Context: an optimization exercise on an open-source flow, tuned for small area. The choices shown serve that exercise and are no tape-out recipe.
The RTL was checked by simulation tests, not by an equivalence proof against the original design.
No activity file was given, so power comes from the tool's default toggle rates.

Design top, start of the top module:
module top
  (input [0:0] clk_12mhz_i
  ,input [0:0] reset_n_async_unsafe_i
  ,input [3:1] button_async_unsafe_i
  ,output [7:0] ssd_o
  ,output [5:1] led_o);
   logic [0:0] btn1_st_r_0;
   logic [0:0] btn1_st_r_1;
   logic [0:0] btn1_st_r_2;
   logic [0:0] btn1_st_r_3;
   logic [0:0] btn2_st_r_0;
   logic [0:0] btn2_st_r_1;
   logic [0:0] btn2_st_r_2;
   logic [0:0] count_r_0;
   logic [0:0] count_r_1;
   logic [0:0] count_r_2;
   logic [0:0] count_r_3;
   logic [0:0] count_r_4;
   logic [0:0] count_r_5;
   logic [0:0] count_r_6;
   logic [0:0] count_r_7;
   logic [0:0] reset_n_sync_r;
   logic [0:0] reset_r;
   logic [0:0] thi_r_0;
   logic [0:0] thi_r_1;
   logic [0:0] thi_r_2;
   logic [0:0] thi_r_3;
   logic [0:0] thi_r_4;
   logic [0:0] thi_r_5;
   logic [0:0] thi_r_6;
   logic [0:0] thi_r_7;
   logic [0:0] thi_r_8;
   logic [0:0] tlo_r_0;
   logic [0:0] tlo_r_1;
   logic [0:0] tlo_r_10;
   logic [0:0] tlo_r_11;
   logic [0:0] tlo_r_12;
   logic [0:0] tlo_r_2;
   logic [0:0] tlo_r_3;
   logic [0:0] tlo_r_4;
   logic [0:0] tlo_r_5;
   logic [0:0] tlo_r_6;
   logic [0:0] tlo_r_7;
   logic [0:0] tlo_r_8;
   logic [0:0] tlo_r_9;
   wire [0:0] n20;
   wire [0:0] n21;
   wire [0:0] n23;
   wire [0:0] n25;
   wire [0:0] n27;
   wire [0:0] n29;
   wire [0:0] n31;
   wire [0:0] n32;
   wire [0:0] n34;
   wire [0:0] n36;
   wire [0:0] n38;
   wire [0:0] n40;
   wire [0:0] n42;
   wire [0:0] n44;
   wire [0:0] n46;
   wire [0:0] n48;
   wire [0:0] n50;
   wire [0:0] n52;
   wire [0:0] n54;
   wire [0:0] n56;
   wire [0:0] n58;
   wire [0:0] n59;
   wire [0:0] n61;
   wire [0:0] n62;
   wire [0:0] n64;
   wire [0:0] n65;
   wire [0:0] n67;
   wire [0:0] n68;
   wire [0:0] n69;
   wire [0:0] n72;
   wire [0:0] n73;
   wire [0:0] n74;
   wire [0:0] n75;
   wire [0:0] n76;
   wire [0:0] n77;
   wire [0:0] n78;
   wire [0:0] n79;
   wire [0:0] n80;
   wire [0:0] n81;
  ...
Size in the first run: ~39 flip-flops, ~18 I/O pins, about 1600 sq um of cells after synthesis.
export LEC_CHECK = 0
export CAP_MARGIN = 20
export CORE_MARGIN = 2
export CORE_UTILIZATION = 40
export CTS_BUF_LIST = sky130_fd_sc_hd__clkbuf_4
export CTS_CLUSTER_DIAMETER = 50
export CTS_CLUSTER_SIZE = 20
export SLEW_MARGIN = 20
export SYNTH_HIERARCHICAL = 1
export SYNTH_MINIMUM_KEEP_SIZE = 0
create_clock -name core_clock -period 10.0 [get_ports {clk_12mhz_i}]
run.sh (not shown) runs the stock make flow with config.mk's settings and CLKGATE_MAP_FILE= SYNTH_SCRIPT=/design/flow/synth_recipe.tcl, a recipe that flattens the netlist after the stock synthesis.
The first run finished clean.
Change:
--- a/flow/config.mk
+++ b/flow/config.mk
@@ -11,3 +11,3 @@
-export CTS_BUF_LIST = sky130_fd_sc_hd__clkbuf_4
-export CTS_CLUSTER_DIAMETER = 50
-export CTS_CLUSTER_SIZE = 20
+export CTS_BUF_LIST = sky130_fd_sc_hd__clkbuf_16
+export CTS_CLUSTER_DIAMETER = 200
+export CTS_CLUSTER_SIZE = 50
After rerunning: Fmax went up by a few percent; total power went up by a quarter to a third; final cell count is unchanged; wire length went up slightly; via count went down slightly; worst setup slack improves by 92 ps; die area does not change; cell area went up by a few percent; combinational power hardly moves; hold slack degrades by 12 ps; synthesized area is unchanged.
Change:
--- a/flow/config.mk
+++ b/flow/config.mk
@@ -11 +11 @@
-export CTS_BUF_LIST = sky130_fd_sc_hd__clkbuf_16
+export CTS_BUF_LIST = sky130_fd_sc_hd__clkbuf_4
Result:
- design area shrinks by about 4.3%
- total power shrinks by 21%
- count of clock-buffer cells in the layout grows by 1
- clock power shrinks by 48%
- critical path depth is unchanged
Change:
--- a/flow/config.mk
+++ b/flow/config.mk
@@ -11 +11 @@
-export CTS_BUF_LIST = sky130_fd_sc_hd__clkbuf_4
+export CTS_BUF_LIST = sky130_fd_sc_hd__clkbuf_8
Core utilization is higher by 1.2 points.
Worst setup slack gets better by 75 ps.
Via count is lower slightly.
Wire length is higher slightly.
Sequential cell count does not change.
Area after synthesis is unchanged.
Final cell count is unchanged.
Power is higher by about a fifth.
Non-clock buffer count is unchanged.
Change:
--- a/flow/config.mk
+++ b/flow/config.mk
@@ -10,2 +10,2 @@
-export CORE_UTILIZATION = 40
-export CTS_BUF_LIST = sky130_fd_sc_hd__clkbuf_8
+export CORE_UTILIZATION = 70
+export CTS_BUF_LIST = sky130_fd_sc_hd__clkbuf_4
@@ -13,0 +14 @@
+export PLACE_DENSITY = 0.8
Wire length climbs by about a fifth.
Core utilization rises by 36 points.
Flip-flop and latch count stays the same.
First-iteration DRC count is higher by well over a third.
Worst setup slack loses 120 ps.
